What follows belongs to an exercise in optimizing a design on an open flow for small area, a short achievable clock period and few clock cycles; a production flow would make more cautious choices. In this exercise RTL edits were held to simulation tests only and were not proved equivalent to the original. Power is estimated from default activity; no workload was simulated.

run M:
==> flow/design.v (excerpt) <==
module auv_top (
    input   logic           clk, rst_n,
    output  logic   [11:0]  imem_adr,
    input   logic   [31:0]  imem_dat,
    output  logic   [23:0]  wb_adr_o,
    input   logic   [15:0]  wb_dat_i,
    output  logic   [15:0]  wb_dat_o,
    output  logic   [ 1:0]  wb_sel_o,
    output  logic           wb_we_o, wb_stb_o, wb_cyc_o,
    input   logic           wb_ack_i, wb_stall_i
);
clock: 12.0 ns
lec_check: 0
cap_margin: 20
core_margin: 2
core_utilization: 40
cts_buf_list: sky130_fd_sc_hd__clkbuf_4 sky130_fd_sc_hd__clkbuf_8
slew_margin: 20
standard.sh (not shown) runs the stock make flow with config.mk's settings and CLKGATE_MAP_FILE= SYNTH_SCRIPT=/design/flow/synth_recipe.tcl, a recipe that flattens the netlist after the stock synthesis.
==> flow/flow/run.sh <==
#!/bin/bash
set -euo pipefail
bash standard.sh SETUP_SLACK_MARGIN=8 TNS_END_PERCENT=0 finish > standard.log 2>&1
Testbench counts of run M, summed over its fixed seeds: cycles 131,426.
--- input diff run M..run E ---
-- flow/design.v --
<<< run M, line 99
module auv_execute (
    input   logic   [31:0]  op1, op2,
    input   logic   [21:0]  pc_next,     
    input   logic           sub, cmp_u,
>>> run E, line 99
module auv_execute (
    input   logic   [31:0]  op1, op2,
    input   logic   [ 4:0]  sham,        
    input   logic   [21:0]  pc_next,     
    input   logic           sub, cmp_u,
<<< run M, line 121
    assign lt = (op1[31] ^ ~op2[31]) ? op1[31] : sum[31];
    assign cmp = cmp_u ? ltu : lt;
    logic [4:0] sham;
    assign sham = op2[4:0];
    logic [31:0] mask, lb, lbn;
    assign mask = 32'h1 << sham;
>>> run E, line 122
    assign lt = (op1[31] ^ ~op2[31]) ? op1[31] : sum[31];
    assign cmp = cmp_u ? ltu : lt;
    logic [31:0] mask, lb, lbn;
    assign mask = 32'h1 << sham;
<<< run M, line 215
    logic        e_auipc;        
    logic        e_skip1;        
    logic        e_sub, e_cmp_u;
    logic        e_r_add, e_r_cmp, e_r_sh, e_r_and, e_r_or, e_r_xor, e_r_link;
>>> run E, line 214
    logic        e_auipc;        
    logic        e_skip1;        
    logic [ 4:0] e_sham;         
    logic        e_sub, e_cmp_u;
    logic        e_r_add, e_r_cmp, e_r_sh, e_r_and, e_r_or, e_r_xor, e_r_link;
<<< run M, line 326
        .op1        ( e_op1         ),
        .op2        ( e_op2         ),
        .pc_next    ( pc_d          ),
        .sub        ( e_sub         ),
>>> run E, line 326
        .op1        ( e_op1         ),
        .op2        ( e_op2         ),
        .sham       ( e_sham        ),
        .pc_next    ( pc_d          ),
        .sub        ( e_sub         ),
<<< run M, line 517
            e_r_cmp <= d_r_cmp;
            e_r_sh <= d_r_sh;
            e_r_and <= d_r_and;
            e_r_or <= d_r_or;
>>> run E, line 518
            e_r_cmp <= d_r_cmp;
            e_r_sh <= d_r_sh;
            if (d_r_sh | d_bitmask)
                e_sham <= d_op2[4:0];
            e_r_and <= d_r_and;
            e_r_or <= d_r_or;
--- outcome ---
From run M to run E the numbers moved as follows: hold slack lost 4.4 ps, non-clock buffer area fraction after layout picked up an extra 1.3 points, design area picked up an extra about 4%, portion of total power attributed to sequential cells picked up an extra 0.7 points.
Relative to run M, the count of multi-input combinational gates of run E is higher by 426.
Total instance count after detailed placement for run E: 437 up relative to run M
Diff run M -> run E | aggregate routed wire length | up by more than 10%
Re area taken by flip-flops and latches: run M was lower than run E.
Areal power density over the cells (run E over run M): decrease, 4.5%
Synthesized cell count for run E: 9.6% up relative to run M
Compare run E and run M | endpoint required time on the critical path lower: run E
Between run M and run E, the cell count went up.
Compared with run M, total number of nets in the final design in run E increased by a little under 10%.
Testbench counts of run E, summed over its fixed seeds: cycles 131,426.


Another version of the RTL of auv_top (not shown whole).
Size in the first run: roughly 5200 cells after synthesis, ~770 flip-flops, about 110 I/O pins, roughly 0.050 sq mm of cells after synthesis.
==> flow/design.v (excerpt) <==
module auv_top (
    input   logic           clk, rst_n,
    output  logic   [11:0]  imem_adr,
    input   logic   [31:0]  imem_dat,
    output  logic   [23:0]  wb_adr_o,
    input   logic   [15:0]  wb_dat_i,
    output  logic   [15:0]  wb_dat_o,
    output  logic   [ 1:0]  wb_sel_o,
    output  logic           wb_we_o, wb_stb_o, wb_cyc_o,
    input   logic           wb_ack_i, wb_stall_i
);
clock: 12.0 ns
lec_check: 0
cap_margin: 20
core_margin: 2
core_utilization: 40
cts_buf_list: sky130_fd_sc_hd__clkbuf_4 sky130_fd_sc_hd__clkbuf_8
slew_margin: 20
==> flow/flow/run.sh <==
#!/bin/bash
# Layout: the standard flow (standard.sh, unchanged synthesis), with
#  - every input and output port still buffered, by buf_4 cells instead of
#    the slow delay buffers the flow picks by default.
# Constraints are the standard flow's own.
set -euo pipefail
bash standard.sh SETUP_SLACK_MARGIN=8 TNS_END_PERCENT=0 \
    "BUFFER_PORTS_ARGS=-buffer_cell sky130_fd_sc_hd__buf_4" finish > standard.log 2>&1
Testbench counts at the start, summed over its fixed seeds: cycles 133,081.
Change:
--- a/flow/design.v
+++ b/flow/design.v
@@ -95,12 +95,13 @@
     assign rd0 = (ra0 == 0) ? 32'h0 : ram[ra0];
     assign rd1 = (ra1 == 0) ? 32'h0 : ram[ra1];
 endmodule
 `timescale 1ns/1ns
 module auv_execute (
     input   logic   [31:0]  op1, op2,
+    input   logic   [ 4:0]  sham,        
     input   logic   [21:0]  pc_next,     
     input   logic           sub, cmp_u,
     input   logic           r_add, r_cmp, r_sh, r_and, r_or, r_xor, r_link,
     input   logic           sh_left, sh_arith, sh_bext,
     input   logic           bitmask, bitinv,
     input   logic   [ 2:0]  funct3,
@@ -117,14 +118,12 @@
         .cout   ( cout              )
     );
     logic ltu, lt, cmp;
     assign ltu = ~cout;
     assign lt = (op1[31] ^ ~op2[31]) ? op1[31] : sum[31];
     assign cmp = cmp_u ? ltu : lt;
-    logic [4:0] sham;
-    assign sham = op2[4:0];
     logic [31:0] mask, lb, lbn;
     assign mask = 32'h1 << sham;
     assign lb = bitmask ? mask : op2;
     assign lbn = bitinv ? ~lb : lb;
     logic [31:0] x_and, x_or, x_xor;
     assign x_and = op1 & lbn;
@@ -209,12 +208,15 @@
     logic        e_valid;
     logic [31:0] e_op1, e_op2;
     logic [31:0] e_x;            
     logic [ 3:0] e_rd;
     logic [ 2:0] e_f3;
     logic        e_wr, e_load, e_ldw, e_store, e_br, e_jal, e_jalr;
+    logic        e_auipc;        
+    logic        e_skip1;        
+    logic [ 4:0] e_sham;         
     logic        e_sub, e_cmp_u;
     logic        e_r_add, e_r_cmp, e_r_sh, e_r_and, e_r_or, e_r_xor, e_r_link;
     logic        e_sh_left, e_sh_arith, e_sh_bext, e_bitmask, e_bitinv;
     logic        b_stb, b_we, b_word;
     logic [23:1] b_adr;
     logic [ 1:0] b_sel;
@@ -297,18 +299,36 @@
         .a      ( pc_d[11:0]    ),
         .b      ( {{2{d_inst[31]}}, d_inst[7], d_inst[30:25], d_inst[11:9]} ),
         .cin    ( 1'b0          ),
         .sum    ( d_tgt_b       ),
         .cout   (               )
     );
-    assign d_tgt = d_jal ? d_tgt_j : d_tgt_b;
+    logic d_fuse;
+    assign d_fuse = d_jalr & e_valid & e_auipc & e_wr & (e_rd == d_rs1);
+    logic [11:0] e_apc, d_tgt_r;
+    auv_add #( .W(12) ) apc_add (
+        .a      ( e_op1[13:2]   ),
+        .b      ( e_op2[13:2]   ),
+        .cin    ( 1'b0          ),
+        .sum    ( e_apc         ),
+        .cout   (               )
+    );
+    auv_add #( .W(12) ) tgt_add_r (
+        .a      ( e_apc         ),
+        .b      ( {{2{d_inst[31]}}, d_inst[31:22]} ),
+        .cin    ( 1'b0          ),
+        .sum    ( d_tgt_r       ),
+        .cout   (               )
+    );
+    assign d_tgt = d_jal ? d_tgt_j : d_jalr ? d_tgt_r : d_tgt_b;
     logic [31:0] e_result, e_sum;
     logic        e_cond;
     auv_execute alu (
         .op1        ( e_op1         ),
         .op2        ( e_op2         ),
+        .sham       ( e_sham        ),
         .pc_next    ( pc_d          ),
         .sub        ( e_sub         ),
         .cmp_u      ( e_cmp_u       ),
         .r_add      ( e_r_add       ),
         .r_cmp      ( e_r_cmp       ),
         .r_sh       ( e_r_sh        ),
@@ -414,13 +434,15 @@
     logic d_go;                  
     assign d_go = d_valid & ~hold_e & ~interlock;
     assign imem_adr = pcf;
     logic lost;                  
     assign lost = f_ok & s_valid & ~d_go;
     logic pf_go;
-    assign pf_go = d_go & (d_jal | (d_br & d_inst[31]));
+    assign pf_go = d_go & (d_jal | (d_br & d_inst[31]) | d_fuse);
+    logic skip_hit;
+    assign skip_hit = e_skip1 & (pcf == pc_d_inc[11:0]);
     logic [11:0] pcf_inc;
     auv_add #( .W(12) ) pcf_add (
         .a      ( pcf       ),
         .b      ( 12'h0     ),
         .cin    ( 1'b1      ),
         .sum    ( pcf_inc   ),
@@ -446,13 +468,13 @@
             pc_d <= 22'h0;
             pf_fresh <= 1'b0;
         end else begin
             started <= 1'b1;
             pf_fresh <= pf_go & ~redirect;
             if (redirect)
-                pcf <= pf_fresh ? pcf_inc : e_tgt[11:0];
+                pcf <= (pf_fresh | skip_hit) ? pcf_inc : e_tgt[11:0];
             else
                 pcf <= pcf_nr;
             if (redirect)
                 pc_d <= e_tgt;
             else if (d_go)
                 pc_d <= pc_d_inc;
@@ -483,19 +505,23 @@
             e_f3 <= d_inst[14:12];
             e_wr <= d_wr;
             e_load <= d_load;
             e_ldw <= d_load & (d_rd != 4'd0);
             e_store <= d_store;
             e_br <= d_br;
+            e_auipc <= d_op1_pc;
+            e_skip1 <= d_br & (d_off == 22'd2);
             e_jal <= d_jal;
             e_jalr <= d_jalr;
             e_sub <= d_sub;
             e_cmp_u <= d_cmp_u;
             e_r_add <= d_r_add;
             e_r_cmp <= d_r_cmp;
             e_r_sh <= d_r_sh;
+            if (d_r_sh | d_bitmask)
+                e_sham <= d_op2[4:0];
             e_r_and <= d_r_and;
             e_r_or <= d_r_or;
             e_r_xor <= d_r_xor;
             e_r_link <= d_r_link;
             e_sh_left <= d_sh_left;
             e_sh_arith <= d_sh_arith;
Result: Setup slack improves by 0.042 ns; design area goes up by 2.9%; non-clock buffer count goes up by 13; cell count goes up by 2.4%; power goes up by 2.0%; utilization goes down by 0.12 points.
Testbench counts after the change, summed over its fixed seeds: cycles 131,426.

==> static timing again, ports no longer ideal <==
Ports are ideal in the flow. The routed layouts listed here were re-timed in OpenROAD.
Step 1 assumes that a clkbuf_16 drives the clock port and a buf_2 every other input.
Step 2 times the ports against the registers' clock, not the clock port: input delays grow and output delays shrink by t, the midpoint of the rising clock arrivals with the driver on.
Three values: ideal, step 1, step 2; two values: the first two.
run | shift t [ns] | slack for setup (ns) | hold WS [ns] | worst register clock-pin slew, ns
run M | 0.946 | 6.965 / 6.992 / 6.069 | 0.412 / 0.412 / 0.412 | 0.07 / 0.07
run E | 0.932 | 7.247 / 7.265 / 6.367 | 0.407 / 0.407 / 0.407 | 0.09 / 0.09
the first run of note 2 | 0.927 | 7.209 / 7.209 / 6.416 | 0.406 / 0.406 / 0.406 | 0.07 / 0.07
the second run of note 2 | 0.961 | 7.251 / 7.251 / 6.417 | 0.420 / 0.420 / 0.420 | 0.09 / 0.09
After both steps every run listed still meets setup and hold. The setup slack of run M, which loses most, moves by +0.027 ns with the drivers and by -0.896 ns with both steps.
